Context: an optimization exercise on an open-source flow, tuned for small area and a short achievable clock period. The choices shown serve that exercise and are no tape-out recipe. The RTL was checked by simulation tests, not by an equivalence proof against the original design. Power figures rest on the tool's default switching activity, not on a simulated workload.

<file path="flow/config.mk">
export PLATFORM = sky130hd
export DESIGN_NAME = ultrasonido
export DESIGN_NICKNAME = ultrasonido
export VERILOG_FILES = /design/flow/design.v
export SDC_FILE = /design/flow/constraint.sdc
export NUM_CORES = 4
export LEC_CHECK = 0
export CAP_MARGIN = 20
export CORE_MARGIN = 2
export CORE_UTILIZATION = 40
export SLEW_MARGIN = 20
</file>
<file path="flow/constraint.sdc">
create_clock -name core_clock -period 18.0 [get_ports {clk}]
set_input_delay 3.6000 -clock core_clock [delete_from_list [all_inputs] [get_ports {clk}]]
set_output_delay 3.6000 -clock core_clock [all_outputs]
set_load 0.01 [all_outputs]
</file>
<file path="flow/design.v">
`timescale 1ns / 1ps
module ultrasonido(clk, trig, echo, distancia, init, done);
input init;
input clk;
input echo;
output reg trig;
output reg [8:0] distancia;
output reg done;
reg [22:0] cont;
reg [22:0] cont_t;
reg [8:0] dist_cm;
always @(posedge clk) begin
if(!init) begin
	cont = 0;
	dist_cm = 0;
	cont_t = 0;
	done = 0;
	trig = 0;
	distancia <= 0;
end
else begin
	cont = cont + 1;
	if (cont<1024)
		trig = 1'b1;
	else begin
		trig = 1'b0;
		if (echo == 1)begin
			cont_t = cont_t + 1;
			dist_cm = (cont_t*34/200_000);
			end
		else if (echo == 0)begin
			done = 1;
			cont_t = 0;
			distancia <= dist_cm;
			end
		end
end
end
endmodule
</file>
<file path="flow/run.sh">
#!/bin/bash
# synth_recipe.tcl (not shown) runs the flow's synth.tcl, then flattens the netlist and writes it again
# the make line also repeats each setting of config.mk as NAME=value (left out here)
make -C /OpenROAD-flow-scripts/flow DESIGN_CONFIG=/design/flow/config.mk WORK_HOME=/design/flow/orfs CLKGATE_MAP_FILE= SYNTH_SCRIPT=/design/flow/synth_recipe.tcl finish
</file>
==> results.toml, run 1 <==
[job]
drv_cap = 0

[place]
detailedPlace.worstSlack_ns = 1.99
numPortBuffers = 13
globalplace.congestion = 0.929
postPlaceCellArea_um2 = 10700
dp_hpwl_mm = 22.6
dp.cells = 1719

[timing]
setup_viol = 0
layout_setup_ws_ns = 1.75
unrepaired_setup_endpoints_after_global_routing = "false"
max_slew.worst_pin.slew_ns = 1.02
fin_skew_ns = 0.00706
max_clock_freq_ghz = 0.0616
period_minus_slack_ns = 16.25
slew_viol_final = 0
finalSetupTns_ns = 0
post-route-period-util_pct = 90.3
finalHoldViolCount = 0
timing.max_slew.rel_slack_pct = 31.9

[route]
antenna_viol_nets_final = 0
route.detailed.wl_per_inst_um = 16.9
met2_length_mm = 13.1
top_layer = "met4"
met3_wire_length_mm = 1.12
drc = 0
routed-via-count = 10715
routed_wirelength_mm = 29.3
routed_via_density = 6.18
drc_marker_count_from_the_first_detailed_route_iteration = 722
wirelength_met1_mm = 14.8
drtPass1Iterations = 5

[floorplanning]
dieWidth_um = 166
die_height_um = 166
count_of_pins_on_the_block_boundary = 14
initial_cell_density_of_the_core_pct = 40.4
fp-row-count = 59
core_area_um2 = 25800
fp.dieArea_um2 = 27400

[logic_synthesis]
post_synth_num_cell_types = 128
synth-warning-count = 1
synthesis.nets = 1468
synth.avg_cell_area_um2 = 7.32
synth_edf_count = 0
seq_area_frac_synth_pct = 12.6
synth_cells = 1428
synth.cell_area_um2 = 10400
ys_dominant_reg_cell = "dfxtp_1"
synth.ff_latch_count = 66
asyncSetResetFlopFracSynth_pct = 0

[final_layout]
insertedDiodeCount = 0
share_of_cells_above_drive_strength_1_pct = 9.16
final.fill_count = 2750
final_design_area_no_fill_um2 = 11000
multi_input_area_um2 = 8710
synthToLayoutAreaGrowth_pct = 5.59
fin_cells = 1733
regArea_um2 = 1320
design.final.nets = 1435

[clock_network]
cts-resized-gates = 0
post_cts_repair_setup_buffers = 0
clk_pin_slew_ns = 0.05
clock_tree_from_tritoncts = "done"
cts_inserted_buffers = 9
clk_latency_ns = 0.33
clockBufferDepth = 2
h-tree-depth = 3
holdBufCountCts = 0
root_buffer = "clkbuf_16"
cts.sinks = 66

[grt]
grt_start_max_net_pins = 64
grt_use_total_pct = 20.5
antenna_found_initial = 0
via_count_of_the_first_global_routing_pass = 9799
globalRoute.totalOverflow = 0
grt_pass1_wl_mm = 49.2

[critical_path]
crit_slowest_cell = "a21boi_1"
crit_arrival_ns = 16.44
worstPathRequired_ns = 18.20
critical_path_peak_fanout = 23
critPathMaxStageDelay_ns = 0.86
critical_path.startpoint_type = "flip-flop"
endpoint_kind = "flip-flop"
number_of_buffer_and_inverter_instances_along_the_worst_setup_path = 1
critPathTopFamily = "compound AO/OA/AOI/OAI gates"
timing.setup.critical_path_class = "flip-flop to flip-flop"

[pwr]
cellPowerDensity_nw_per_um2 = 30.5
combinational_share_of_power_pct = 1.6
p_seq_share_pct = 43.8
switching_share_pct = 19.4
switchingPower_mw = 0.0654
power_report.internal_total_mw = 0.271
share_clk_of_total_power_pct = 54.6
total_leakage_power_nw = 4.09
irDropWorstVdd_uv = 102

[status]
outcome = "finished clean"

[hold_path]
timing.hold.worst.class = "flip-flop to flip-flop"
## stage by stage
stage / power [mW] / hold slack [ns] / utilization, %
detailed placement: 0.156 / 0.447 / 41.5
global route: 0.347 / 0.484 / 42.7
floorplan: 0.154 / 0.426 / -
global placement: 0.156 / 0.438 / 41.5
CTS: 0.340 / 0.460 / 42.7
finish: 0.337 / 0.457 / 42.7
## cell usage in the layout (no fill, tap or decap), types with 7 or more instances in the layout
cell type and n:
o211ai_1 26, and2_1 20, clkbuf_16 9, a31oi_1 14, nand4_1 24, nand2_1 144, a21o_1 15, nor2b_1 10
o21ai_1 23, mux2i_1 31, nand2b_1 8, and4_1 11, nor4_1 12, o211a_1 7, a211o_1 12, or2_2 11
ha_1 36, and3_1 23, xor2_1 35, o31ai_1 9, o21a_1 16, or3_1 22, clkdlybuf4s50_1 13, o21ai_0 48
xnor2_1 80, o22ai_1 11, dfxtp_1 66, nand3_1 76, nor2_1 156, inv_1 26, nor3_1 49, a21oi_1 99
a211oi_1 18
## worst reg2reg max path, delay by kind of cell (launching register included)
family | cells | cell delay [ns]
AOI/OAI and AO/OA | 23 | 8.13
and+or+nand+nor | 15 | 4.16
muxes | 4 | 1.49
adders and majority gates | 3 | 1.11
DFF | 1 | 0.51
xor gates and xnor gates | 2 | 0.49
buffers and inverters | 1 | 0.23
## layer usage
layer / GRT usage [%] / vias up
met3: 1.91 / 19
met5: 0 / -
met2: 32.4 / 249
met1: 30.5 / 5088
li1: - / 5359
met4: 3.52 / 0
## registers in the layout, summed over array words and instances (netlist names)
register / flops
cont: 23
cont_t: 23
dist_cm: 9
distancia: 9
done: 1
trig: 1
## kinds of logic after synthesis
family / Yosys count / share of synthesized area [%]
AND/OR/NAND/NOR: 616 / 29.9
multiplexers: 38 / 3.83
flip-flops: 66 / 12.6
XOR/XNOR: 121 / 10.7
AO/OA/AOI/OAI: 458 / 34.3
buffers and inverters: 90 / 4.02
adder cells (fa/ha/maj): 39 / 4.69
## layout make-up
type,count,share of cell area [%]
Multi-Input combinational cell,1272,78.9
Sequential cell,66,12.0
Tap cell,335,3.80
Clock buffer,11,2.20
Timing Repair Buffer,19,1.59
Inverter,27,0.930
Clock inverter,3,0.590
## synth_stat cells, drive strengths merged (27+ instances only)
cell,instances,area [µm²]
buf,33,204
xnor2,86,810
nand2,146,558
nor2,161,617
xor2,35,307
mux2i,32,333
nand4,28,200
o21ai,77,408
clkbuf,30,115
ha,36,450
a211oi,28,290
nand3,80,428
inv,27,101
a21oi,106,564
dfxtp,66,1320
nor3,49,245
o211ai,28,229
## power by group through the flow
stage	Clock, mW	Combinational, mW	Sequential (mW)
after floorplan	0	0.00352	0.151
after global placement	0	0.00540	0.151
after detailed placement	0	0.00540	0.151
after CTS	0.187	0.00537	0.147
after global routing	0.193	0.00603	0.148
final	0.184	0.00530	0.148
## worst paths after layout
check / from / to / slack [ns] / depth (start not counted)
max: cont_t[0] / dist_cm[0] / 1.75 / 48
max reg2reg: cont_t[0] / dist_cm[0] / 1.75 / 48
min: dist_cm[8] / dist_cm[8] / 0.46 / 2
min reg2reg: dist_cm[8] / dist_cm[8] / 0.46 / 2
==> run 2, diff against run 1 <==
==> flow/design.v (replaced) <==
`timescale 1ns / 1ps
module ultrasonido(clk, trig, echo, distancia, init, done);
input init;
input clk;
input echo;
output reg trig;
output reg [8:0] distancia;
output reg done;
reg [22:0] cont;
reg [10:0] q;
reg [16:0] r;
reg clr;
wire [22:0] cont_n = cont + 23'd1;
wire win = (cont_n[22:10] == 13'd0);
wire last = (q == 11'd1426) && (r == 17'd6319);
wire [16:0] r_add = r + 17'd17;
wire carry = (r >= 17'd99983);
wire [16:0] r_step = carry ? {12'd0, r_add[4:0]} : r_add;
wire [10:0] q_step = q + {10'd0, carry};
always @(posedge clk) begin
	if (!init) begin
		cont <= 23'd0;
		trig <= 1'b0;
		done <= 1'b0;
		distancia <= 9'd0;
		q <= 11'd0;
		r <= 17'd0;
		clr <= 1'b0;
	end else begin
		cont <= cont_n;
		trig <= win;
		if (!win) begin
			if (echo) begin
				clr <= 1'b0;
				if (clr) begin
					q <= 11'd0;
					r <= 17'd17;
				end else if (last) begin
					q <= 11'd0;
					r <= 17'd0;
				end else begin
					q <= q_step;
					r <= r_step;
				end
			end else begin
				done <= 1'b1;
				clr <= 1'b1;
				distancia <= q[8:0];
			end
		end
	end
end
endmodule
==> results.toml, run 2 <==
[logic_synthesis]
post_synth_num_cell_types = 66
asyncSetResetFlopFracSynth_pct = 0
ys_dominant_reg_cell = "dfxtp_1"
synth_top_cells_by_area = "dfxtp_1 (36%), nand2_1 (4.6%), nor2_1 (3.8%)"
synth_cells = 424
synth-warning-count = 1
yosys.cell_count.top_type = "dfxtp_1"
netlist.top_cell.by_area = "dfxtp_1"
seq_area_frac_synth_pct = 35.6
synth_edf_count = 0
synth.ff_latch_count = 63
leading_post_synthesis_cells_by_instance_count = "dfxtp_1 (63), nand2_1 (43), nor2_1 (36)"
synth_top_area_share_pct = 35.6
synth.cell_area_um2 = 3540
synthesis.nets = 431
synth.avg_cell_area_um2 = 8.35

[timing]
fin_skew_ns = 0.0171
unrepaired_setup_endpoints_after_global_routing = "false"
whs_ns = 0.461
slew_viol_final = 0
setup_viol = 0
timing.max_slew.rel_slack_pct = 47.1
max_slew.worst_pin.slew_ns = 0.791
period_minus_slack_ns = 5.78
max_clock_freq_ghz = 0.173
finalHoldViolCount = 0
finalSetupTns_ns = 0
post-route-period-util_pct = 32.1

[route]
routed_wirelength_mm = 8.39
routed_via_density = 6.00
drc = 0
drc_marker_count_from_the_first_detailed_route_iteration = 164
antenna_viol_nets_final = 0
drtPass1Iterations = 5
route.detailed.wl_per_inst_um = 15.7
routed-via-count = 3212

[critical_path]
timing.setup.critical_path_class = "primary input to flip-flop"
ff2ff_path_depth = 8
worst_reg2reg_path_endpoint = "r[15]"
critical_path.startpoint_type = "primary input"
worstPathRequired_ns = 18.25
crit_arrival_ns = 6.03
regToRegStartpoint = "cont[0]"
endpoint_kind = "flip-flop"
rrSetupSlack_ns = 14.85
critical_path_peak_fanout = 20

[grt]
grt_start_max_net_pins = 73
antenna_found_initial = 0
via_count_of_the_first_global_routing_pass = 2945
globalRoute.totalOverflow = 0
grt_use_total_pct = 17.9
grt_pass1_wl_mm = 14.4

[final_layout]
registers.top_by_ff_count = "cont"
insertedDiodeCount = 0
mostFrequentLayoutCells = "dfxtp_1 (63), nand2_1 (43), nor2_1 (36)"
share_of_cells_above_drive_strength_1_pct = 8.20
largest_register_ff_count = 23
synthToLayoutAreaGrowth_pct = 10.1
design.final.nets = 429
layout.cells.most_common = "dfxtp_1"

[pwr]
switchingPower_mw = 0.0696
total_leakage_power_nw = 1.25
switching_share_pct = 22.9
cellPowerDensity_nw_per_um2 = 78.0
combinational_share_of_power_pct = 5.1
share_clk_of_total_power_pct = 46.1
power_report.internal_total_mw = 0.235
p_seq_share_pct = 48.8
irDropWorstVdd_uv = 32.9

[status]
outcome = "finished clean"

[floorplanning]
fp.dieArea_um2 = 9620
core_area_um2 = 8640
count_of_pins_on_the_block_boundary = 14
fp-row-count = 34
initial_cell_density_of_the_core_pct = 41.0
die_height_um = 98.1
dieWidth_um = 98.1

[job]
drv_cap = 0

[clock_network]
clockBufferDepth = 2
post_cts_repair_setup_buffers = 0
root_buffer = "clkbuf_8"
clk_pin_slew_ns = 0.07
cts.sinks = 63
cts-resized-gates = 0
holdBufCountCts = 0
cts_inserted_buffers = 9
h-tree-depth = 3
clock_tree_from_tritoncts = "done"
clk_latency_ns = 0.34

[place]
numPortBuffers = 13
dp_hpwl_mm = 5.40
globalplace.congestion = 0.834

[hold_path]
hold_path_end = "distancia[7]"
min_path_cells = 2
timing.hold.worst.start = "distancia[7]"
timing.hold.worst.class = "flip-flop to flip-flop"
[run 2: cell types whose count changed after synthesis, moves of 21 or more]
cell / previous run / this run
nor2_1: 156 / 36
xor2_1: 35 / 6
a21oi_1: 99 / 16
nand2_1: 144 / 43
xnor2_1: 80 / 12
inv_1: 26 / 5
nor3_1: 49 / 17
o21ai_0: 48 / 16
nand3_1: 76 / 16
o21ai_1: 23 / 1
ha_1: 36 / 4
[run 2: worst max path at each step]
stage          startpoint  endpoint  slack [ns]  depth (start not counted)
3_3_place_gp         echo     r[12]       12.01                          5
5_1_grt              echo     r[12]       12.10                          5
2_1_floorplan        init      r[6]       13.17                          4
4_1_cts              echo     r[12]       12.28                          5
6_report             echo     r[12]       12.22                          5
3_5_place_dp         echo     r[12]       11.95                          5
[run 2: kinds of logic after synthesis]
| family | share of synthesized area, % |
|---|---|
| buffers and inverters | 5.05 |
| AND/OR/NAND/NOR | 32.0 |
| multiplexers | 3.99 |
| adder cells (fa/ha/maj) | 1.41 |
| AO/OA/AOI/OAI | 17.5 |
| flip-flops | 35.6 |
| XOR/XNOR | 4.45 |
[run 2: cell type report]
| cell class | count | area [µm²] |
|---|---|---|
| multi-input combinational | 328 | 2100 |
| clock inverter | 3 | 65.1 |
| tap | 108 | 135 |
| inverter | 5 | 18.8 |
| timing repair buffer | 15 | 160 |
| clock buffer | 13 | 159 |
| sequential | 63 | 1260 |
| fill | 875 | 4740 |
[run 2: per-layer routing]
layer  wire length [µm]  up-vias  track usage [%]
met2               3720       83             27.8
met1               4310     1541             25.6
li1                   -     1582                -
met3                299        6             2.86
met4                 59        0             5.56
met5                  0        -                0
[run 2: power by group through the flow]
stage / clock network, mW / registers (mW) / logic [mW]
floorplan: 0 / 0.149 / 0.0126
global placement: 0 / 0.151 / 0.0138
detailed placement: 0 / 0.151 / 0.0143
CTS: 0.143 / 0.148 / 0.0144
global route: 0.149 / 0.149 / 0.0171
finish: 0.140 / 0.149 / 0.0154
[run 2: through the flow]
stage	setup slack, ns	area [µm²]	power, mW	utilization (%)	std cells
floorplan	13.17	3540	0.161	-	424
global placement	12.01	3650	0.165	42.2	518
detailed placement	11.95	3650	0.166	42.2	518
CTS	12.28	3870	0.306	44.8	534
global route	12.10	3900	0.316	45.1	535
finish	12.22	3900	0.304	45.1	535
[run 2: worst max-delay path, cell delays in order]
cell,delay [ns]
clkdlybuf4s50_1,0.94
inv_1,0.56
or3_1,0.47
or3_1,0.31
o211ai_1,0.16
==> run 3, diff against run 2 <==
==> flow/design.v (replaced) <==
`timescale 1ns / 1ps
module ultrasonido(clk, trig, echo, distancia, init, done);
input init;
input clk;
input echo;
output reg trig;
output reg [8:0] distancia;
output reg done;
reg [22:0] s;
wire zero22 = (s[21:0] == 22'd0);
wire fb = s[22] ^ s[17] ^ zero22;
wire cur_z = zero22 & ~s[22];           
wire next_z = zero22 & s[22];           
wire end_w = s[22] & s[20] & s[19] & s[11] & s[10] & ~s[6];
wire in_w = trig | cur_z;               
wire win = next_z | (in_w & ~end_w);    
reg [10:0] q;
reg [16:0] R;
reg h;
localparam [16:0] ROFF = 17'd31072;
wire act = ~win & echo;
wire lowev = ~win & ~echo;
wire last = q[10] & q[8] & q[7] & q[4] & q[1]
          & R[15] & R[12] & R[9] & R[3] & R[2] & R[1] & R[0];
wire [17:0] S = {1'b0, R} + 18'd17;
wire co = S[17];
wire keep = ~lowev & ~(act & last);
wire [16:0] R_step = act ? (co ? (S[16:0] | ROFF) : S[16:0]) : R;
wire [10:0] q_step = q + {10'd0, act & co};
always @(posedge clk) begin
	s <= init ? {s[21:0], fb} : 23'd0;
	trig <= init & win;
	done <= init & (done | lowev);
	if (!init) distancia <= 9'd0;
	else if (lowev & h) distancia <= q[8:0];
	h <= init & (act | (h & ~lowev));
	if (!init || !keep) begin
		q <= 11'd0;
		R <= ROFF;
	end else begin
		q <= q_step;
		R <= R_step;
	end
end
endmodule
==> results.toml, run 3 <==
[status]
outcome = "finished clean"

[final_layout]
synthToLayoutAreaGrowth_pct = 15.6
share_of_cells_above_drive_strength_1_pct = 9.51
insertedDiodeCount = 0
fin_cells = 359
largest_register_ff_count = 23
registers.top_by_ff_count = "s"
design.final.nets = 286
layout.cells.most_common = "dfxtp_1"
mostFrequentLayoutCells = "dfxtp_1 (63), nand2_1 (24), nand3_1 (24), and2_1 (24), o21ai_0 (18)"
layout.core_utilization_pct = 48.2
final_design_area_no_fill_um2 = 2890

[clock_network]
cts.sinks = 63
post_cts_repair_setup_buffers = 0
clk_latency_ns = 0.34
clockBufferDepth = 2
cts-resized-gates = 0
cts_inserted_buffers = 9
holdBufCountCts = 0
root_buffer = "clkbuf_8"
clk_pin_slew_ns = 0.06
h-tree-depth = 3
clock_tree_from_tritoncts = "done"

[logic_synthesis]
leading_post_synthesis_cells_by_instance_count = "dfxtp_1 (63), and2_1 (24), nand2_1 (24), nand3_1 (24), o21ai_0 (18)"
synth_compound_area_share_pct = 12.9
synth-xor-area-share_pct = 4.21
synth_top_cells_by_area = "dfxtp_1 (51%), and2_1 (6.0%), nand3_1 (4.8%)"
synth.avg_cell_area_um2 = 9.38
synth.area.mux_share_pct = 0.401
asyncSetResetFlopFracSynth_pct = 0
synth.cell_area_um2 = 2490
main_combinational_cell_family_by_area_after_synthesis = "simple AND/OR/NAND/NOR gates"
synth_fa_ha_area_share_pct = 1.50
synth.ff_latch_count = 63
synth_edf_count = 0
synthesis.nets = 272
post_synth_num_cell_types = 40
synth-simple-area-share_pct = 27.6
ys_dominant_reg_cell = "dfxtp_1"
seq_area_frac_synth_pct = 50.6
synth_cells = 266
netlist.top_cell.by_area = "dfxtp_1"
synth-warning-count = 1
yosys.cell_count.top_type = "dfxtp_1"
synth_top_area_share_pct = 50.6

[pwr]
switchingPower_mw = 0.0655
p_seq_share_pct = 50.5
switching_share_pct = 23.0
total_leakage_power_nw = 1.01
power_report.internal_total_mw = 0.219
combinational_share_of_power_pct = 5.7
cellPowerDensity_nw_per_um2 = 98.6
share_clk_of_total_power_pct = 43.9
total_power_mw = 0.284
irDropWorstVdd_uv = 50.3

[timing]
max_clock_freq_ghz = 0.177
unrepaired_setup_endpoints_after_global_routing = "false"
post-route-period-util_pct = 31.5
finalSetupTns_ns = 0
max_slew.worst_pin.slew_ns = 0.821
setup_viol = 0
whs_ns = 0.461
period_minus_slack_ns = 5.66
fin_skew_ns = 0.00788
timing.max_slew.rel_slack_pct = 45.0
finalHoldViolCount = 0
slew_viol_final = 0
layout_setup_ws_ns = 12.34

[route]
routed_via_density = 5.17
drtPass1Iterations = 4
drc = 0
antenna_viol_nets_final = 0
drc_marker_count_from_the_first_detailed_route_iteration = 76
routed-via-count = 1856
routed_wirelength_mm = 4.61
route.detailed.wl_per_inst_um = 12.8

[floorplanning]
die_height_um = 83.0
fp-row-count = 28
fp.dieArea_um2 = 6880
initial_cell_density_of_the_core_pct = 41.6
core_area_um2 = 5990
dieWidth_um = 83.0
count_of_pins_on_the_block_boundary = 14

[grt]
grt_use_total_pct = 14.6
grt_start_max_net_pins = 48
via_count_of_the_first_global_routing_pass = 1755
antenna_found_initial = 0
globalRoute.totalOverflow = 0
grt_pass1_wl_mm = 8.11

[critical_path]
timing.setup.critical_path_class = "primary input to flip-flop"
endpoint_kind = "flip-flop"
critical_path_peak_fanout = 8
critical_path.startpoint_type = "primary input"
critPathMaxStageDelay_ns = 0.64
worstPathRequired_ns = 18.23
crit_slowest_cell = "clkdlybuf4s50_1"
crit_arrival_ns = 5.89
path_cells = "clkdlybuf4s50_1 -> nand4_1 -> nor4_1 -> ha_1 -> ha_1 -> nand3_1 -> nor3_1 -> nand3_1 -> xor2_1 -> nor2_1"

[place]
postPlaceCellArea_um2 = 2680
numPortBuffers = 13
dp.cells = 344
globalplace.congestion = 0.740
dp_hpwl_mm = 3.05
detailedPlace.worstSlack_ns = 12.04

[job]
drv_cap = 0

[hold_path]
timing.hold.worst.class = "flip-flop to flip-flop"
-- run 3: changes by cell type after synthesis, sizes merged, moves of 8 or more --
cell	before	now
o22ai	9	0
nand4	19	5
clkbuf	17	6
and2	4	24
a21oi	18	7
a31oi	11	0
nand2	43	24
nand3b	9	1
mux2i	13	1
o211ai	11	3
nor2	37	17
nor3	18	3
nand3	16	24
and3	13	5
-- run 3: path summary, 6_finish.rpt --
kind           startpoint  depth (start not counted)           end  slack (ns)
max reg2reg          s[6]                         11         q[10]       15.31
min          distancia[8]                          2  distancia[8]        0.46
max                  echo                         10         q[10]       12.34
min reg2reg  distancia[8]                          2  distancia[8]        0.46
-- run 3: power groups by stage --
stage               logic (mW)  clock network [mW]  registers (mW)
detailed placement      0.0162                   0           0.147
floorplan               0.0120                   0           0.147
global route            0.0179               0.135           0.144
global placement        0.0163                   0           0.147
CTS                     0.0162               0.129           0.144
finish                  0.0161               0.125           0.144
-- run 3: cell type report --
type	instances	area (µm²)
Clock buffer	11	151
Clock inverter	4	55.1
Fill cell	565	3110
Inverter	4	15.0
Multi-Input combinational cell	187	1160
Sequential cell	63	1260
Tap cell	75	93.8
Timing Repair Buffer	15	145
-- run 3: metal layers --
metal	global-route usage, %	up-vias	share of wire, %
met5	0	-	0
met4	9.09	0	2.7
met3	3.68	11	2.5
met2	20.8	21	43
met1	19.6	862	52
li1	-	962	-
-- run 3: critical path: cells and delay by family --
family	cells	cell delay [ns]
xor gates and xnor gates	1	0.16
buffers and inverters	1	0.64
adders and majority gates	2	0.45
and+or+nand+nor	6	1.03
-- run 3: kinds of logic (layout without fill, tap and decap cells) --
| kind of cell | after synthesis | count (layout) |
|---|---|---|
| simple gates | 125 | 125 |
| flops | 63 | 63 |
| compound gates | 46 | 46 |
| buf+inv | 16 | 34 |
| xor+xnor | 12 | 12 |
| fa+ha+maj | 3 | 3 |
| mux | 1 | 1 |
==> run 4, diff against run 3 <==
==> flow/design.v (replaced) <==
`timescale 1ns / 1ps
module ultrasonido(clk, trig, echo, distancia, init, done);
input init;
input clk;
input echo;
output reg trig;
output reg [8:0] distancia;
output reg done;
reg pr;       
reg pa;       
reg pl;       
reg [22:0] t;
localparam [22:0] INV = 23'h2AAAAA;
wire [22:0] s = t ^ INV;
wire zero22 = (s[21:0] == 22'd0);
wire fb = s[22] ^ s[17] ^ zero22;
wire cur_z = zero22 & ~s[22];           
wire next_z = zero22 & s[22];           
wire end_w = s[22] & s[20] & s[19] & s[11] & s[10] & ~s[6];
wire in_w = trig | cur_z;               
wire win = pr | next_z | (in_w & ~end_w);
wire [22:0] s_nx = pr ? 23'd1 : {s[21:0], fb};
reg [10:0] q;
reg [16:0] R;
reg h;
localparam [16:0] ROFF = 17'd31072;
wire last = q[10] & q[8] & q[7] & q[4] & q[1]
          & R[15] & R[12] & R[9] & R[3] & R[2] & R[1] & R[0];
wire [17:0] S = {1'b0, R} + 18'd17;
wire co = S[17];
wire clr = pr | pl | (pa & last);
wire [16:0] R_nx = clr ? ROFF : pa ? (co ? (S[16:0] | ROFF) : S[16:0]) : R;
wire [10:0] q_nx = clr ? 11'd0 : q + {10'd0, pa & co};
wire h_now = ~pr & (pa | (h & ~pl));    
wire act = ~win & echo;
wire lowev = ~win & ~echo;
always @(posedge clk) begin
	pr <= ~init;
	pa <= init & act;
	pl <= init & lowev;
	t <= s_nx ^ INV;
	q <= q_nx;
	R <= R_nx;
	h <= h_now;
	trig <= init & win;
	done <= init & (done | lowev);
	if (!init) distancia <= 9'd0;
	else if (lowev & h_now) distancia <= q_nx[8:0];
end
endmodule
==> results.toml, run 4 <==
[status]
outcome = "finished clean"

[clock_network]
post_cts_repair_setup_buffers = 0
holdBufCountCts = 0
clockBufferDepth = 2
cts.sinks = 66
h-tree-depth = 3
clk_latency_ns = 0.34
clock_tree_from_tritoncts = "done"
cts_inserted_buffers = 9
cts-resized-gates = 0
root_buffer = "clkbuf_8"
clk_pin_slew_ns = 0.08

[logic_synthesis]
synth.cell_area_um2 = 2530
synth-warning-count = 1
synth.ff_latch_count = 66
leading_post_synthesis_cells_by_instance_count = "dfxtp_1 (66), nor2_1 (42), nand2_1 (23)"
synth_cells = 255
synth_top_cells_by_area = "dfxtp_1 (52%), nor2_1 (6.2%), xnor2_1 (5.2%)"
netlist.top_cell.by_area = "dfxtp_1"
synth_edf_count = 0
synth_top_area_share_pct = 52.2
asyncSetResetFlopFracSynth_pct = 0
post_synth_num_cell_types = 40
seq_area_frac_synth_pct = 52.2
synth.avg_cell_area_um2 = 9.93
yosys.cell_count.top_type = "dfxtp_1"
ys_dominant_reg_cell = "dfxtp_1"
synthesis.nets = 261

[route]
routed_via_density = 4.85
drc_marker_count_from_the_first_detailed_route_iteration = 26
drc = 0
antenna_viol_nets_final = 0
drtPass1Iterations = 4
routed-via-count = 1698
routed_wirelength_mm = 4.48
route.detailed.wl_per_inst_um = 12.8

[timing]
setup_viol = 0
finalSetupTns_ns = 0
slew_viol_final = 0
unrepaired_setup_endpoints_after_global_routing = "false"
max_clock_freq_ghz = 0.206
fin_skew_ns = 0.00839
timing.max_slew.rel_slack_pct = 43.3
period_minus_slack_ns = 4.85
finalHoldViolCount = 0
post-route-period-util_pct = 26.9
max_slew.worst_pin.slew_ns = 0.849

[final_layout]
final.fill_count = 584
mostFrequentLayoutCells = "dfxtp_1 (66), nor2_1 (42), nand2_1 (23)"
synthToLayoutAreaGrowth_pct = 13.4
largest_register_ff_count = 23
regArea_um2 = 1320
multi_input_area_um2 = 1120
design.final.nets = 276
insertedDiodeCount = 0
share_of_cells_above_drive_strength_1_pct = 11.6
registers.top_by_ff_count = "t"
layout.cells.most_common = "dfxtp_1"
fin_cells = 350

[grt]
grt_start_max_net_pins = 29
antenna_found_initial = 0
globalRoute.totalOverflow = 0
grt_pass1_wl_mm = 7.97
grt_use_total_pct = 14.3
via_count_of_the_first_global_routing_pass = 1731

[critical_path]
worst-path-stages = 1
rrSetupSlack_ns = 15.18
critical_path_peak_fanout = 2
worstPathRequired_ns = 14.40
regToRegStartpoint = "R[2]"
path_cells = "clkdlybuf4s50_1"
endpoint_kind = "output pin"
timing.setup.critical_path_class = "flip-flop to output pin"
ff2ff_path_depth = 9
number_of_buffer_and_inverter_instances_along_the_worst_setup_path = 1
critPathMaxStageDelay_ns = 0.55
critPathTopFamily = "buffers and inverters"
critical_path.startpoint = "trig"
crit_arrival_ns = 1.25
critical_path.startpoint_type = "flip-flop"
crit_slowest_cell = "clkdlybuf4s50_1"

[place]
dp.cells = 334
globalplace.congestion = 0.704
dp_hpwl_mm = 3.05
numPortBuffers = 13

[pwr]
total_leakage_power_nw = 1.05
cellPowerDensity_nw_per_um2 = 95.0
total_power_mw = 0.273
irDropWorstVdd_uv = 50.9

[floorplanning]
count_of_pins_on_the_block_boundary = 14
initial_cell_density_of_the_core_pct = 42.0
core_area_um2 = 6030
fp.dieArea_um2 = 6980
dieWidth_um = 83.6
die_height_um = 83.6
fp-row-count = 28

[hold_path]
timing.hold.worst.class = "flip-flop to flip-flop"
min_path_cells = 1
timing.hold.worst.start = "t[16]"

[job]
drv_cap = 0
[run 4: cell types whose count changed after synthesis, moves of 10 or more]
| cell | previous run | this run |
|---|---|---|
| o21ai_0 | 18 | 2 |
| or3_1 | 11 | 1 |
| nand2b_1 | 0 | 12 |
| and2_1 | 24 | 3 |
| nor2_1 | 17 | 42 |
| nand3_1 | 24 | 9 |
[run 4: through the flow]
stage          utilization, %  hold WS, ns  setup WS, ns  instance area, µm²
2_1_floorplan               -        0.370         13.66                2530
3_3_place_gp             44.6        0.378         12.95                2690
3_5_place_dp             44.6        0.380         12.93                2690
4_1_cts                  47.7        0.400         13.12                2870
5_1_grt                  47.7        0.409         13.11                2870
6_report                 47.7        0.395         13.15                2870
[run 4: routing by layer]
| layer | global-route usage [%] | vias to the layer above | wire length [µm] |
|---|---|---|---|
| li1 | - | 893 | - |
| met1 | 18.3 | 776 | 2330 |
| met2 | 21.7 | 21 | 1960 |
| met3 | 3.96 | 8 | 104 |
| met4 | 7.92 | 0 | 92 |
| met5 | 0 | - | 0 |
[run 4: logic make-up after synthesis]
family,share of synthesized area (%)
AND/OR/NAND/NOR,24.3
flip-flops,52.2
XOR/XNOR,8.65
AO/OA/AOI/OAI,8.65
buffers and inverters,3.56
multiplexers,1.19
adder cells (fa/ha/maj),1.48
[run 4: power by group]
part           internal [mW]  switching (mW)  total (mW)
logic                0.00355         0.00588     0.00943
registers              0.148         0.00210       0.150
clock network         0.0520          0.0616       0.114
total                  0.203          0.0696       0.273
[run 4: final timing paths]
path	to
max	trig
min	t[17]
max reg2reg	distancia[8]
min reg2reg	t[17]
[run 4: area by class of cell]
cell class / instances / area share, %
Sequential cell: 66 / 46.0
Multi-Input combinational cell: 174 / 39.1
Clock inverter: 7 / 2.05
Tap cell: 75 / 3.27
Inverter: 6 / 0.784
Timing Repair Buffer: 13 / 4.53
Clock buffer: 9 / 4.31
==> run 5, diff against run 4 <==
==> flow/flow/run.sh (new file) <==
#!/bin/bash
# Standard layout with faster port buffers and extra setup margin for repair_timing.
bash standard.sh BUFFER_PORTS_ARGS="-buffer_cell sky130_fd_sc_hd__buf_2" SETUP_SLACK_MARGIN=13.8 finish > standard.log 2>&1
==> flow/standard.sh (new file) <==
#!/bin/bash
# synth_recipe.tcl (not shown) runs the flow's synth.tcl, then flattens the netlist and writes it again
# the make line also repeats each setting of config.mk as NAME=value (left out here)
make -C /OpenROAD-flow-scripts/flow DESIGN_CONFIG=/design/flow/config.mk WORK_HOME=/design/flow/orfs CLKGATE_MAP_FILE= SYNTH_SCRIPT=/design/flow/synth_recipe.tcl "${@:-finish}"
removed: flow/run.sh
==> results.toml, run 5 <==
[pwr]
share_clk_of_total_power_pct = 42.2
combinational_share_of_power_pct = 3.6
switching_share_pct = 26.3
total_leakage_power_nw = 1.08
power_report.internal_total_mw = 0.204
irDropWorstVdd_uv = 58.8
total_power_mw = 0.276
cellPowerDensity_nw_per_um2 = 94.1
p_seq_share_pct = 54.2
switchingPower_mw = 0.0726

[final_layout]
layout.core_utilization_pct = 48.7
insertedDiodeCount = 0
share_of_cells_above_drive_strength_1_pct = 21.7
mostFrequentLayoutCells = "dfxtp_1 (55), nor2_1 (41), nand2_1 (23)"
synthToLayoutAreaGrowth_pct = 15.9
design.final.nets = 278
final_design_area_no_fill_um2 = 2930
final.fill_count = 575
registers.top_by_ff_count = "t"
layout.cells.most_common = "dfxtp_1"
largest_register_ff_count = 23

[critical_path]
path_cells = "buf_6"
crit_slowest_cell = "dfxtp_2"
critPathMaxStageDelay_ns = 0.34
rrSetupSlack_ns = 15.22
critical_path.startpoint_type = "flip-flop"
worstPathRequired_ns = 14.40
timing.setup.critical_path_class = "flip-flop to output pin"
endpoint_kind = "output pin"
crit_arrival_ns = 0.81
critPathTopFamily = "flip-flops"
number_of_buffer_and_inverter_instances_along_the_worst_setup_path = 1
critical_path_peak_fanout = 2
ff2ff_path_depth = 9
worst_reg2reg_path_endpoint = "distancia[8]"
regToRegStartpoint = "R[2]"

[grt]
antenna_found_initial = 0
grt_use_total_pct = 14.6
grt_pass1_wl_mm = 8.11
globalRoute.totalOverflow = 0
grt_start_max_net_pins = 29
via_count_of_the_first_global_routing_pass = 1706

[route]
antenna_viol_nets_final = 0
route.detailed.wl_per_inst_um = 12.8
routed-via-count = 1738
routed_wirelength_mm = 4.52
routed_via_density = 4.94
drtPass1Iterations = 4
drc_marker_count_from_the_first_detailed_route_iteration = 84
drc = 0

[clock_network]
clk_latency_ns = 0.35
holdBufCountCts = 0
cts.sinks = 66
clock_tree_from_tritoncts = "done"
h-tree-depth = 3
root_buffer = "clkbuf_8"
clk_pin_slew_ns = 0.08
cts_inserted_buffers = 9
clockBufferDepth = 2

[logic_synthesis]
leading_post_synthesis_cells_by_instance_count = "dfxtp_1 (66), nor2_1 (42), nand2_1 (23)"
synth.cell_area_um2 = 2530
netlist.top_cell.by_area = "dfxtp_1"
synth_cells = 255
synth_top_cells_by_area = "dfxtp_1 (52%), nor2_1 (6.2%), xnor2_1 (5.2%)"
synth_top_area_share_pct = 52.2
synth-warning-count = 1
asyncSetResetFlopFracSynth_pct = 0
synth.avg_cell_area_um2 = 9.93
synth_edf_count = 0
post_synth_num_cell_types = 40
yosys.cell_count.top_type = "dfxtp_1"
ys_dominant_reg_cell = "dfxtp_1"
synth.ff_latch_count = 66
synthesis.nets = 261
seq_area_frac_synth_pct = 52.2

[floorplanning]
dieWidth_um = 83.6
fp-row-count = 28
core_area_um2 = 6030
count_of_pins_on_the_block_boundary = 14
die_height_um = 83.6
initial_cell_density_of_the_core_pct = 42.0
fp.dieArea_um2 = 6980

[place]
numPortBuffers = 13
globalplace.congestion = 0.747
dp_hpwl_mm = 2.98
postPlaceCellArea_um2 = 2640

[timing]
slew_viol_final = 0
period_minus_slack_ns = 4.41
max_slew.worst_pin.slew_ns = 0.864
finalHoldViolCount = 0
fin_skew_ns = 0.0100
unrepaired_setup_endpoints_after_global_routing = "true"
timing.max_slew.rel_slack_pct = 42.3
max_clock_freq_ghz = 0.227
post-route-period-util_pct = 24.5
setup_viol = 0
finalSetupTns_ns = 0

[job]
drv_cap = 0

[hold_path]
min_path_cells = 1
timing.hold.worst.class = "flip-flop to flip-flop"
hold_path_end = "t[13]"
timing.hold.worst.start = "t[12]"

[status]
outcome = "finished clean"
-- run 5: cell counts after synthesis --
No cell type changed its count.
-- run 5: through the flow --
step                      std cells  hold WS (ns)  setup WS (ns)
after floorplan                 255         0.370          13.70
after global placement          334         0.377          13.34
after detailed placement        334         0.381          13.32
after CTS                       351         0.400          13.56
after global routing            352         0.411          13.56
final                           352         0.396          13.59
-- run 5: timing repair --
item	4_1_cts	5_1_grt
gates cloned	0	0
endpoints found under the setup margin	20	13
resized for setup	24	1
buffers inserted	1	1
-- run 5: logic make-up (layout without fill, tap and decap cells) --
| logic type | Yosys count | count (layout) | share of synthesized area [%] |
|---|---|---|---|
| AOI/OAI and AO/OA | 22 | 22 | 8.65 |
| xor gates and xnor gates | 25 | 25 | 8.65 |
| adders and majority gates | 3 | 3 | 1.48 |
| buffers and inverters | 15 | 37 | 3.56 |
| DFF | 66 | 66 | 52.2 |
| muxes | 3 | 3 | 1.19 |
| and+or+nand+nor | 121 | 121 | 24.3 |
-- run 5: layer usage --
layer	global-route usage, %	routed length, µm	up-vias
li1	-	-	895
met1	19.8	2290	814
met2	20.4	1950	22
met3	5.34	208	7
met4	7.04	75	0
met5	0	0	-
-- run 5: worst max-delay path by stage --
stage,startpoint,to,slack (ns),cells past startpoint
5_1_grt,trig,trig,13.56,1
2_1_floorplan,echo,distancia[2],13.70,5
3_5_place_dp,echo,distancia[5],13.32,5
4_1_cts,trig,trig,13.56,1
3_3_place_gp,echo,distancia[6],13.34,5
6_report,trig,trig,13.59,1
-- run 5: power by group through the flow --
| stage | combinational (mW) | sequential, mW | clock (mW) |
|---|---|---|---|
| after floorplan | 0.00894 | 0.152 | 0 |
| after global placement | 0.00917 | 0.153 | 0 |
| after detailed placement | 0.00924 | 0.153 | 0 |
| after CTS | 0.00999 | 0.150 | 0.121 |
| after global routing | 0.0110 | 0.150 | 0.127 |
| final | 0.00985 | 0.150 | 0.117 |
-- run 5: final cells by class --
cell class,instances,area (µm²),share of cell area (%)
Clock buffer,9,124,4.22
Clock inverter,7,61.3,2.09
Inverter,6,22.5,0.768
Multi-Input combinational cell,174,1150,39.1
Sequential cell,66,1340,45.5
Tap cell,75,93.8,3.20
Timing Repair Buffer,15,151,5.16
==> run 6, diff against run 5 <==
==> flow/flow/run.sh (replaced) <==
#!/bin/bash
# Standard layout with faster port buffers and extra setup margin for repair_timing.
bash standard.sh BUFFER_PORTS_ARGS="-buffer_cell sky130_fd_sc_hd__buf_2" SETUP_SLACK_MARGIN=13.0 finish > standard.log 2>&1
==> results.toml, run 6 <==
[status]
outcome = "finished clean"

[pwr]
switchingPower_mw = 0.0632
switching_share_pct = 21.4
total_leakage_power_nw = 1.10
share_clk_of_total_power_pct = 46.3
cellPowerDensity_nw_per_um2 = 104
irDropWorstVdd_uv = 57.9
combinational_share_of_power_pct = 3.0
power_report.internal_total_mw = 0.232
p_seq_share_pct = 50.7

[logic_synthesis]
yosys.cell_count.top_type = "dfxtp_1"
synth_top_cells_by_area = "dfxtp_1 (52%), nor2_1 (6.2%), xnor2_1 (5.2%)"
synth-warning-count = 1
synth.avg_cell_area_um2 = 9.93
synth-xor-area-share_pct = 8.65
synth.cell_area_um2 = 2530
ys_dominant_reg_cell = "dfxtp_1"
post_synth_num_cell_types = 40
synth-simple-area-share_pct = 24.3
leading_post_synthesis_cells_by_instance_count = "dfxtp_1 (66), nor2_1 (42), nand2_1 (23)"
netlist.top_cell.by_area = "dfxtp_1"
synth.ff_latch_count = 66
synth_fa_ha_area_share_pct = 1.48
synth_top_area_share_pct = 52.2
asyncSetResetFlopFracSynth_pct = 0
synthesis.nets = 261
synth.area.mux_share_pct = 1.19
seq_area_frac_synth_pct = 52.2
synth_compound_area_share_pct = 8.65
synth_cells = 255
synth_edf_count = 0
main_combinational_cell_family_by_area_after_synthesis = "simple AND/OR/NAND/NOR gates"

[route]
antenna_viol_nets_final = 0
drc_marker_count_from_the_first_detailed_route_iteration = 36
drtPass1Iterations = 4
routed_wirelength_mm = 4.47
drc = 0
routed_via_density = 4.92
route.detailed.wl_per_inst_um = 12.8
routed-via-count = 1721

[timing]
max_slew.worst_pin.slew_ns = 0.755
timing.max_slew.rel_slack_pct = 49.6
period_minus_slack_ns = 4.43
finalHoldViolCount = 0
finalSetupTns_ns = 0
whs_ns = 0.396
post-route-period-util_pct = 24.6
fin_skew_ns = 0.00707
slew_viol_final = 0
setup_viol = 0
unrepaired_setup_endpoints_after_global_routing = "false"
max_clock_freq_ghz = 0.226

[floorplanning]
fp-row-count = 28
die_height_um = 83.6
initial_cell_density_of_the_core_pct = 42.0
dieWidth_um = 83.6
fp.dieArea_um2 = 6980
core_area_um2 = 6030
count_of_pins_on_the_block_boundary = 14

[critical_path]
timing.setup.critical_path_class = "flip-flop to output pin"
path_cells = "buf_2"
critical_path.startpoint = "trig"
ff2ff_path_depth = 9
critPathMaxStageDelay_ns = 0.35
endpoint_kind = "output pin"
number_of_buffer_and_inverter_instances_along_the_worst_setup_path = 1
worstPathRequired_ns = 14.40
critical_path_peak_fanout = 2
critical_path.startpoint_type = "flip-flop"
crit_arrival_ns = 0.83
crit_slowest_cell = "dfxtp_1"
critPathTopFamily = "flip-flops"
regToRegStartpoint = "R[2]"
worst-path-stages = 1

[grt]
globalRoute.totalOverflow = 0
antenna_found_initial = 0
grt_start_max_net_pins = 29
grt_use_total_pct = 14.1
grt_pass1_wl_mm = 7.80
via_count_of_the_first_global_routing_pass = 1645

[hold_path]
min_path_cells = 1
timing.hold.worst.class = "flip-flop to flip-flop"
timing.hold.worst.start = "t[7]"

[clock_network]
holdBufCountCts = 0
clk_latency_ns = 0.34
cts_inserted_buffers = 9
cts.sinks = 66
clk_pin_slew_ns = 0.07
root_buffer = "clkbuf_8"
clockBufferDepth = 2
h-tree-depth = 3
clock_tree_from_tritoncts = "done"
post_cts_repair_setup_buffers = 0
cts-resized-gates = 0

[final_layout]
mostFrequentLayoutCells = "dfxtp_1 (66), nor2_1 (42), nand2_1 (23)"
synthToLayoutAreaGrowth_pct = 12.3
largest_register_ff_count = 23
insertedDiodeCount = 0
layout.core_utilization_pct = 47.2
design.final.nets = 276
registers.top_by_ff_count = "t"
final.fill_count = 609
layout.cells.most_common = "dfxtp_1"
share_of_cells_above_drive_strength_1_pct = 16.0

[place]
numPortBuffers = 13
globalplace.congestion = 0.737
dp_hpwl_mm = 3.05

[job]
drv_cap = 0
==> run 6: cell counts after synthesis <==
No cell type changed its count.
==> run 6: metrics by stage <==
step	setup WS, ns	instance area [µm²]	power [mW]	std cells
3_5_place_dp	13.24	2620	0.162	334
3_3_place_gp	13.31	2620	0.162	334
2_1_floorplan	13.66	2530	0.161	255
4_1_cts	13.54	2840	0.298	350
6_report	13.57	2840	0.295	350
5_1_grt	13.52	2840	0.308	350
==> run 6: worst register-to-register path, stage by stage (launching register included) <==
cell and delay, ns:
dfxtp_1 0.43, a41oi_1 0.24, nor3_1 0.47, and3_1 0.33, ha_1 0.22, ha_1 0.20, nand3_1 0.17, nor3_1 0.26
xnor2_1 0.16, o41ai_2 0.29
==> run 6: cells by family after synthesis <==
family | Yosys count
AO/OA/AOI/OAI | 22
buffers and inverters | 15
AND/OR/NAND/NOR | 121
multiplexers | 3
adder cells (fa/ha/maj) | 3
XOR/XNOR | 25
flip-flops | 66
==> run 6: final timing paths <==
kind / endpoint / slack (ns)
min: t[8] / 0.40
max reg2reg: distancia[8] / 15.15
min reg2reg: t[8] / 0.40
max: trig / 13.57
==> run 6: power by group through the flow <==
stage          logic (mW)  clock network [mW]  registers [mW]
5_1_grt           0.00988               0.148           0.150
3_5_place_dp      0.00886                   0           0.153
2_1_floorplan     0.00851                   0           0.152
4_1_cts           0.00891               0.140           0.150
6_report          0.00878               0.137           0.150
3_3_place_gp      0.00886                   0           0.153
==> run 6: metal layers <==
layer / GRT usage, % / vias to the layer above / wire [µm]
met5: 0 / - / 0
met4: 7.48 / 0 / 73
met3: 4.45 / 6 / 129
met2: 20.4 / 23 / 1940
met1: 18.8 / 796 / 2330
li1: - / 896 / -
==> run 6: layout make-up <==
cell class	instances	area [µm²]	share of cell area, %
well taps	75	93.8	3.30
flip-flops and latches	66	1320	46.5
clock inverters	5	77.6	2.73
clock buffers	11	141	4.97
multi-input cells	174	1120	39.5
inverters	6	22.5	0.792
repair buffers	13	65.1	2.29
==> run 7, diff against run 6 <==
==> flow/flow/run.sh (replaced) <==
#!/bin/bash
# Standard ORFS layout (the standard.sh) with extra make settings.
bash standard.sh BUFFER_PORTS_ARGS="-buffer_cell sky130_fd_sc_hd__buf_2" SETUP_SLACK_MARGIN=13.0 CORE_UTILIZATION=70 finish > standard.log 2>&1
==> results.toml, run 7 <==
[final_layout]
layout.cells.most_common = "dfxtp_1"
multi_input_area_um2 = 1120
design.final.nets = 276
synthToLayoutAreaGrowth_pct = 7.21
registers.top_by_ff_count = "t"
insertedDiodeCount = 0
largest_register_ff_count = 23
final.fill_count = 250
share_of_cells_above_drive_strength_1_pct = 15.6
mostFrequentLayoutCells = "dfxtp_1 (66), nor2_1 (42), nand2_1 (23)"
regArea_um2 = 1320

[grt]
grt_use_total_pct = 25.7
antenna_found_initial = 0
grt_pass1_wl_mm = 8.00
via_count_of_the_first_global_routing_pass = 1763
grt_start_max_net_pins = 29
globalRoute.totalOverflow = 0

[logic_synthesis]
ys_dominant_reg_cell = "dfxtp_1"
synth_top_cells_by_area = "dfxtp_1 (52%), nor2_1 (6.2%), xnor2_1 (5.2%)"
synth_edf_count = 0
post_synth_num_cell_types = 40
yosys.cell_count.top_type = "dfxtp_1"
synth.cell_area_um2 = 2530
synth_top_area_share_pct = 52.2
asyncSetResetFlopFracSynth_pct = 0
netlist.top_cell.by_area = "dfxtp_1"
leading_post_synthesis_cells_by_instance_count = "dfxtp_1 (66), nor2_1 (42), nand2_1 (23)"
seq_area_frac_synth_pct = 52.2
synth-warning-count = 1
synth_cells = 255
synth.ff_latch_count = 66
synth.avg_cell_area_um2 = 9.93
synthesis.nets = 261

[floorplanning]
fp.dieArea_um2 = 4110
die_height_um = 64.1
core_area_um2 = 3420
initial_cell_density_of_the_core_pct = 74.1
fp-row-count = 21
count_of_pins_on_the_block_boundary = 14
dieWidth_um = 64.1

[place]
numPortBuffers = 13
globalplace.congestion = 0.818
detailedPlace.worstSlack_ns = 13.27
dp_hpwl_mm = 3.11

[route]
routed-via-count = 1795
top_layer = "met4"
antenna_viol_nets_final = 0
route.detailed.wl_per_inst_um = 14.5
routed_wirelength_mm = 4.65
met3_wire_length_um = 231
met2_length_mm = 2.18
wirelength_met1_mm = 2.15
routed_via_density = 5.59
drc = 0
drc_marker_count_from_the_first_detailed_route_iteration = 119
drtPass1Iterations = 7

[clock_network]
h-tree-depth = 3
cts_inserted_buffers = 9
post_cts_repair_setup_buffers = 0
root_buffer = "clkbuf_4"
clock_tree_from_tritoncts = "done"
clk_pin_slew_ns = 0.10
clk_latency_ns = 0.40
clockBufferDepth = 2
cts.sinks = 66
cts-resized-gates = 0
holdBufCountCts = 0

[job]
drv_cap = 0

[pwr]
p_seq_share_pct = 60.7
share_clk_of_total_power_pct = 35.6
total_leakage_power_nw = 1.06
irDropWorstVdd_uv = 66.3
power_report.internal_total_mw = 0.190
cellPowerDensity_nw_per_um2 = 90.8
combinational_share_of_power_pct = 3.7
switchingPower_mw = 0.0564
switching_share_pct = 22.9

[timing]
max_clock_freq_ghz = 0.222
post-route-period-util_pct = 25.0
finalSetupTns_ns = 0
setup_viol = 0
fin_skew_ns = 0.0138
finalHoldViolCount = 0
unrepaired_setup_endpoints_after_global_routing = "false"
timing.max_slew.rel_slack_pct = 44.8
period_minus_slack_ns = 4.50
layout_setup_ws_ns = 13.50
max_slew.worst_pin.slew_ns = 0.828
slew_viol_final = 0

[hold_path]
timing.hold.worst.class = "flip-flop to flip-flop"

[critical_path]
endpoint_kind = "output pin"
critPathTopFamily = "flip-flops"
worstPathRequired_ns = 14.40
number_of_buffer_and_inverter_instances_along_the_worst_setup_path = 1
crit_slowest_cell = "dfxtp_1"
critical_path.startpoint_type = "flip-flop"
crit_arrival_ns = 0.90
critPathMaxStageDelay_ns = 0.36
path_cells = "buf_2"
critical_path_peak_fanout = 2
timing.setup.critical_path_class = "flip-flop to output pin"

[status]
outcome = "finished clean"
[run 7: power groups by stage]
| stage | logic, mW | registers [mW] | clock network (mW) |
|---|---|---|---|
| 2_1_floorplan | 0.00851 | 0.152 | 0 |
| 3_3_place_gp | 0.00866 | 0.153 | 0 |
| 3_5_place_dp | 0.00890 | 0.153 | 0 |
| 4_1_cts | 0.00904 | 0.150 | 0.0899 |
| 5_1_grt | 0.0101 | 0.150 | 0.0948 |
| 6_report | 0.00904 | 0.150 | 0.0879 |
[run 7: path summary, 6_finish.rpt]
path	slack, ns	cells after the start	from	end
max	13.50	1	distancia[2]	distancia[2]
max reg2reg	15.16	9	R[2]	distancia[8]
min	0.40	1	t[2]	t[3]
min reg2reg	0.40	1	t[2]	t[3]
[run 7: area by class of cell]
cell class                      instances  area share, %
Clock inverter                          2          0.369
Sequential cell                        66           48.7
Clock buffer                           14           4.29
Tap cell                               46           2.12
Inverter                                6          0.829
Multi-Input combinational cell        174           41.3
Timing Repair Buffer                   13           2.40
[run 7: routing by layer]
layer / GRT usage [%] / vias up
li1: - / 893
met1: 31.8 / 856
met2: 41.4 / 38
met3: 8.27 / 8
met4: 10.6 / 0
met5: 0 / -
[run 7: cells by family (layout without fill, tap and decap cells)]
group / count (synthesis) / count (layout) / share of synthesized area (%)
simple gates: 121 / 121 / 24.3
flops: 66 / 66 / 52.2
xor+xnor: 25 / 25 / 8.65
compound gates: 22 / 22 / 8.65
buf+inv: 15 / 35 / 3.56
fa+ha+maj: 3 / 3 / 1.48
mux: 3 / 3 / 1.19
[run 7: per-stage QoR]
step / instance area (µm²) / instances / power [mW] / hold slack (ns) / utilization [%]
6_report: 2720 / 321 / 0.247 / 0.401 / 79.5
5_1_grt: 2720 / 321 / 0.255 / 0.424 / 79.5
3_5_place_dp: 2590 / 305 / 0.162 / 0.384 / 75.8
2_1_floorplan: 2530 / 255 / 0.161 / 0.370 / -
4_1_cts: 2710 / 321 / 0.249 / 0.408 / 79.5
3_3_place_gp: 2590 / 305 / 0.162 / 0.375 / 75.8
==> run 8, diff against run 7 <==
==> flow/flow/run.sh (replaced) <==
#!/bin/bash
# Standard ORFS layout (the standard.sh) with extra make settings.
bash standard.sh BUFFER_PORTS_ARGS="-buffer_cell sky130_fd_sc_hd__buf_2" SETUP_SLACK_MARGIN=13.0 CTS_ARGS="-sink_clustering_enable -repair_clock_nets -dont_use_dummy_load -sink_clustering_size 30" finish > standard.log 2>&1
==> results.toml, run 8 <==
[route]
routed_wirelength_mm = 4.46
route.detailed.wl_per_inst_um = 13.0
drtPass1Iterations = 6
routed_via_density = 4.98
drc = 0
antenna_viol_nets_final = 0
drc_marker_count_from_the_first_detailed_route_iteration = 57
routed-via-count = 1708

[critical_path]
number_of_buffer_and_inverter_instances_along_the_worst_setup_path = 1
crit_slowest_cell = "dfxtp_1"
rrSetupSlack_ns = 15.14
worst_reg2reg_path_endpoint = "distancia[8]"
critPathTopFamily = "flip-flops"
critical_path_peak_fanout = 2
crit_arrival_ns = 0.83
critPathMaxStageDelay_ns = 0.35
worstPathRequired_ns = 14.40
critical_path.startpoint_type = "flip-flop"
timing.setup.critical_path_class = "flip-flop to output pin"
endpoint_kind = "output pin"
regToRegStartpoint = "pa"
ff2ff_path_depth = 9
path_cells = "buf_2"

[floorplanning]
count_of_pins_on_the_block_boundary = 14
die_height_um = 83.6
fp.dieArea_um2 = 6980
core_area_um2 = 6030
dieWidth_um = 83.6
initial_cell_density_of_the_core_pct = 42.0
fp-row-count = 28

[logic_synthesis]
post_synth_num_cell_types = 40
synth_compound_area_share_pct = 8.65
synthesis.nets = 261
synth.area.mux_share_pct = 1.19
synth_top_area_share_pct = 52.2
synth.avg_cell_area_um2 = 9.93
seq_area_frac_synth_pct = 52.2
netlist.top_cell.by_area = "dfxtp_1"
synth_cells = 255
ys_dominant_reg_cell = "dfxtp_1"
synth.ff_latch_count = 66
synth_fa_ha_area_share_pct = 1.48
synth-simple-area-share_pct = 24.3
leading_post_synthesis_cells_by_instance_count = "dfxtp_1 (66), nor2_1 (42), nand2_1 (23)"
synth-xor-area-share_pct = 8.65
yosys.cell_count.top_type = "dfxtp_1"
synth.cell_area_um2 = 2530
main_combinational_cell_family_by_area_after_synthesis = "simple AND/OR/NAND/NOR gates"
asyncSetResetFlopFracSynth_pct = 0
synth-warning-count = 1
synth_top_cells_by_area = "dfxtp_1 (52%), nor2_1 (6.2%), xnor2_1 (5.2%)"
synth_edf_count = 0

[final_layout]
mostFrequentLayoutCells = "dfxtp_1 (66), nor2_1 (42), nand2_1 (23)"
layout.cells.most_common = "dfxtp_1"
synthToLayoutAreaGrowth_pct = 8.55
design.final.nets = 276
registers.top_by_ff_count = "t"
share_of_cells_above_drive_strength_1_pct = 14.2
largest_register_ff_count = 23
insertedDiodeCount = 0
layout.core_utilization_pct = 45.6

[grt]
antenna_found_initial = 0
globalRoute.totalOverflow = 0
via_count_of_the_first_global_routing_pass = 1619
grt_pass1_wl_mm = 7.77
grt_use_total_pct = 14.2
grt_start_max_net_pins = 29

[clock_network]
holdBufCountCts = 0
post_cts_repair_setup_buffers = 0
clk_latency_ns = 0.34
h-tree-depth = 3
clk_pin_slew_ns = 0.07
cts_inserted_buffers = 9
clockBufferDepth = 2
clock_tree_from_tritoncts = "done"
cts.sinks = 66
cts-resized-gates = 0
root_buffer = "clkbuf_8"

[pwr]
p_seq_share_pct = 59.7
share_clk_of_total_power_pct = 36.9
power_report.internal_total_mw = 0.195
irDropWorstVdd_uv = 54.1
switching_share_pct = 22.2
total_leakage_power_nw = 1.05
total_power_mw = 0.251
combinational_share_of_power_pct = 3.5
cellPowerDensity_nw_per_um2 = 91.4
switchingPower_mw = 0.0559

[timing]
unrepaired_setup_endpoints_after_global_routing = "false"
whs_ns = 0.395
slew_viol_final = 0
max_clock_freq_ghz = 0.226
timing.max_slew.rel_slack_pct = 49.2
setup_viol = 0
post-route-period-util_pct = 24.6
fin_skew_ns = 0.0170
finalHoldViolCount = 0
layout_setup_ws_ns = 13.57
max_slew.worst_pin.slew_ns = 0.761
finalSetupTns_ns = 0
period_minus_slack_ns = 4.43

[place]
detailedPlace.worstSlack_ns = 13.24
dp_hpwl_mm = 3.05
globalplace.congestion = 0.737
numPortBuffers = 13

[hold_path]
timing.hold.worst.start = "t[7]"
min_path_cells = 1
hold_path_end = "t[8]"
timing.hold.worst.class = "flip-flop to flip-flop"

[status]
outcome = "finished clean"

[job]
drv_cap = 0
-- run 8: cell counts after synthesis --
Identical to the previous run, type by type.
-- run 8: how the worst max path moves through the flow --
stage                     from           end  cells past startpoint
final                     trig          trig                      1
after global routing      echo  distancia[2]                      5
after CTS                 trig          trig                      1
after detailed placement  echo  distancia[6]                      5
after global placement    echo  distancia[7]                      5
after floorplan           echo  distancia[2]                      5
-- run 8: power by group through the flow --
stage	clock network, mW	logic (mW)	registers (mW)
final	0.0926	0.00876	0.150
after global routing	0.103	0.00988	0.150
after CTS	0.0950	0.00890	0.150
after detailed placement	0	0.00886	0.153
after global placement	0	0.00886	0.153
after floorplan	0	0.00851	0.152
-- run 8: through the flow --
step / area, µm² / cells
after floorplan: 2530 / 255
after global placement: 2620 / 334
after detailed placement: 2620 / 334
after CTS: 2750 / 343
after global routing: 2750 / 343
final: 2750 / 343
-- run 8: worst register-to-register path, stage by stage, from the launching register on --
cell	delay, ns
dfxtp_1	0.55
nand4_1	0.17
nor3_1	0.41
and3_1	0.33
ha_1	0.22
ha_1	0.20
nand3_1	0.17
nor3_1	0.26
xnor2_1	0.16
o41ai_2	0.29
-- run 8: area by class of cell --
type | count | area, µm²
Clock buffer | 9 | 124
Fill cell | 611 | 3280
Inverter | 6 | 22.5
Multi-Input combinational cell | 174 | 1120
Sequential cell | 66 | 1320
Tap cell | 75 | 93.8
Timing Repair Buffer | 13 | 65.1
-- run 8: cells by family (layout without fill, tap and decap cells) --
| family | after synthesis | in the layout |
|---|---|---|
| AOI/OAI and AO/OA | 22 | 22 |
| xor gates and xnor gates | 25 | 25 |
| adders and majority gates | 3 | 3 |
| buffers and inverters | 15 | 28 |
| DFF | 66 | 66 |
| muxes | 3 | 3 |
| and+or+nand+nor | 121 | 121 |
-- run 8: layer usage --
| layer | track usage, % | up-vias | share of wire, % |
|---|---|---|---|
| met5 | 0 | - | 0 |
| met4 | 8.36 | 0 | 2.2 |
| met3 | 4.45 | 10 | 3.0 |
| met2 | 20.0 | 27 | 43 |
| met1 | 18.9 | 783 | 51 |
| li1 | - | 888 | - |
==> run 9, diff against run 8 <==
==> flow/flow/run.sh (replaced) <==
#!/bin/bash
# Standard ORFS layout (the standard.sh) with extra make settings.
bash standard.sh BUFFER_PORTS_ARGS="-buffer_cell sky130_fd_sc_hd__buf_2" SETUP_SLACK_MARGIN=13.0 CORE_UTILIZATION=70 CTS_ARGS="-sink_clustering_enable -repair_clock_nets -dont_use_dummy_load" finish > standard.log 2>&1
==> results.toml, run 9 <==
[floorplanning]
count_of_pins_on_the_block_boundary = 14
die_height_um = 64.1
fp.dieArea_um2 = 4110
fp-row-count = 21
dieWidth_um = 64.1
core_area_um2 = 3420
initial_cell_density_of_the_core_pct = 74.1

[timing]
period_minus_slack_ns = 4.47
post-route-period-util_pct = 24.8
whs_ns = 0.399
unrepaired_setup_endpoints_after_global_routing = "false"
setup_viol = 0
finalSetupTns_ns = 0
layout_setup_ws_ns = 13.53
max_slew.worst_pin.slew_ns = 0.789
max_clock_freq_ghz = 0.224
slew_viol_final = 0
fin_skew_ns = 0.0177
timing.max_slew.rel_slack_pct = 47.3
finalHoldViolCount = 0

[final_layout]
layout.core_utilization_pct = 77.8
final.fill_count = 263
multi_input_area_um2 = 1120
fin_cells = 314
share_of_cells_above_drive_strength_1_pct = 14.2
design.final.nets = 276
synthToLayoutAreaGrowth_pct = 4.89
largest_register_ff_count = 23
registers.top_by_ff_count = "t"
mostFrequentLayoutCells = "dfxtp_1 (66), nor2_1 (42), nand2_1 (23)"
layout.cells.most_common = "dfxtp_1"
final_design_area_no_fill_um2 = 2660
insertedDiodeCount = 0
regArea_um2 = 1320

[logic_synthesis]
synth.ff_latch_count = 66
synth.cell_area_um2 = 2530
post_synth_num_cell_types = 40
asyncSetResetFlopFracSynth_pct = 0
synth-warning-count = 1
leading_post_synthesis_cells_by_instance_count = "dfxtp_1 (66), nor2_1 (42), nand2_1 (23)"
yosys.cell_count.top_type = "dfxtp_1"
synth_top_cells_by_area = "dfxtp_1 (52%), nor2_1 (6.2%), xnor2_1 (5.2%)"
synth_top_area_share_pct = 52.2
ys_dominant_reg_cell = "dfxtp_1"
synth_edf_count = 0
synthesis.nets = 261
netlist.top_cell.by_area = "dfxtp_1"
synth_cells = 255
synth.avg_cell_area_um2 = 9.93
seq_area_frac_synth_pct = 52.2

[job]
drv_cap = 0

[grt]
globalRoute.totalOverflow = 0
grt_use_total_pct = 25.1
grt_use_met3_pct = 7.75
most_used_layer_global_route = "met2"
grt_start_max_net_pins = 29
via_count_of_the_first_global_routing_pass = 1730
grt.met1_usage_pct = 31.5
met2_routing_resource_usage_after_global_routing_pct = 40.8
antenna_found_initial = 0
grt_pass1_wl_mm = 7.87

[hold_path]
min_path_cells = 1
timing.hold.worst.class = "flip-flop to flip-flop"
timing.hold.worst.start = "t[2]"
hold_path_end = "t[3]"

[pwr]
irDropWorstVdd_uv = 64.5
total_power_mw = 0.224
total_leakage_power_nw = 1.03
cellPowerDensity_nw_per_um2 = 84.4

[critical_path]
regToRegStartpoint = "R[2]"
crit_slowest_cell = "dfxtp_1"
critical_path.startpoint_type = "flip-flop"
critPathMaxStageDelay_ns = 0.35
critical_path_peak_fanout = 2
worstPathRequired_ns = 14.40
endpoint_kind = "output pin"
path_cells = "buf_2"
number_of_buffer_and_inverter_instances_along_the_worst_setup_path = 1
rrSetupSlack_ns = 15.12
crit_arrival_ns = 0.87
worst_reg2reg_path_endpoint = "distancia[8]"
ff2ff_path_depth = 9
timing.setup.critical_path_class = "flip-flop to output pin"
critPathTopFamily = "flip-flops"

[place]
postPlaceCellArea_um2 = 2590
dp.cells = 305
globalplace.congestion = 0.818
dp_hpwl_mm = 3.11
detailedPlace.worstSlack_ns = 13.27
numPortBuffers = 13

[clock_network]
cts_inserted_buffers = 9
post_cts_repair_setup_buffers = 0
clk_pin_slew_ns = 0.09
holdBufCountCts = 0
clk_latency_ns = 0.39
clock_tree_from_tritoncts = "done"
cts-resized-gates = 0
h-tree-depth = 3
cts.sinks = 66
root_buffer = "clkbuf_4"
clockBufferDepth = 2

[route]
drtPass1Iterations = 4
routed_via_density = 5.60
antenna_viol_nets_final = 0
drc_marker_count_from_the_first_detailed_route_iteration = 109
drc = 0
route.detailed.wl_per_inst_um = 14.5
routed-via-count = 1759
routed_wirelength_mm = 4.55

[status]
outcome = "finished clean"
-- run 9: cell counts after synthesis --
Identical to the previous run, type by type.
-- run 9: cell type report --
class	instances	share of cell area (%)
Tap cell	46	2.17
Timing Repair Buffer	13	2.45
Inverter	6	0.848
Sequential cell	66	49.7
Clock buffer	9	2.54
Multi-Input combinational cell	174	42.3
-- run 9: per-layer routing --
metal / up-vias / wire [µm]
met1: 820 / 2160
li1: 889 / -
met3: 7 / 240
met2: 43 / 2080
met4: 0 / 66
met5: - / 0
-- run 9: cells by family (layout without fill, tap and decap cells) --
family                     count (synthesis)  count (layout)  share of synthesized area, %
xor gates and xnor gates                  25              25                          8.65
and+or+nand+nor                          121             121                          24.3
buffers and inverters                     15              28                          3.56
AOI/OAI and AO/OA                         22              22                          8.65
DFF                                       66              66                          52.2
adders and majority gates                  3               3                          1.48
muxes                                      3               3                          1.19
-- run 9: power breakdown --
group / internal [mW] / switching, mW
clock: 0.0232 / 0.0423
sequential: 0.148 / 0.00193
combinational: 0.00299 / 0.00603
-- run 9: worst max-delay path by stage --
stage	from	to	slack (ns)	cells past startpoint
2_1_floorplan	echo	distancia[2]	13.66	5
3_3_place_gp	echo	distancia[5]	13.35	5
3_5_place_dp	echo	distancia[6]	13.27	5
4_1_cts	distancia[3]	distancia[3]	13.51	1
5_1_grt	distancia[7]	distancia[7]	13.48	1
6_report	distancia[4]	distancia[4]	13.53	1

static timing again, ports no longer ideal:
The flow's constraints put no driver on any port. The routed layouts listed below were extracted and timed again, unchanged, in two steps.
Step 1 assumes that a clkbuf_16 drives the clock port and a buf_2 every other input.
Step 2 adds t to the input delays and takes it off the output delays; t is the mean of the earliest and latest rising clock arrival at the registers after step 1. Input paths then give back, and output paths get back, about the clock's delay inside the block.
a / b / c = ideal ports / drivers / drivers and shift; a / b = the first two.
run	shift t [ns]	slack for setup (ns)	latest minus earliest clock arrival (ns)	worst register clock-pin slew, ns	cell pins on the clock port's net
run 1	0.358	1.754 / 1.754 / 1.754	0.007 / 0.008	0.05 / 0.05	1
run 2	0.359	12.216 / 12.224 / 11.865	0.017 / 0.018	0.08 / 0.08	1
run 3	0.363	12.339 / 12.331 / 11.968	0.008 / 0.008	0.07 / 0.07	1
run 4	0.365	13.151 / 13.123 / 12.914	0.011 / 0.011	0.08 / 0.08	1
run 5	0.376	13.593 / 13.566 / 13.510	0.010 / 0.011	0.08 / 0.08	1
run 6	0.359	13.570 / 13.543 / 13.236	0.007 / 0.007	0.07 / 0.07	1
run 7	0.417	13.505 / 13.480 / 13.301	0.013 / 0.014	0.11 / 0.11	1
run 8	0.358	13.574 / 13.547 / 13.241	0.017 / 0.017	0.07 / 0.07	1
run 9	0.401	13.529 / 13.505 / 13.289	0.018 / 0.018	0.10 / 0.10	1
After both steps setup and hold are still met in every run listed. For run 3, which loses most, drivers alone change the setup slack by -0.008 ns; drivers and shift together by -0.371 ns.
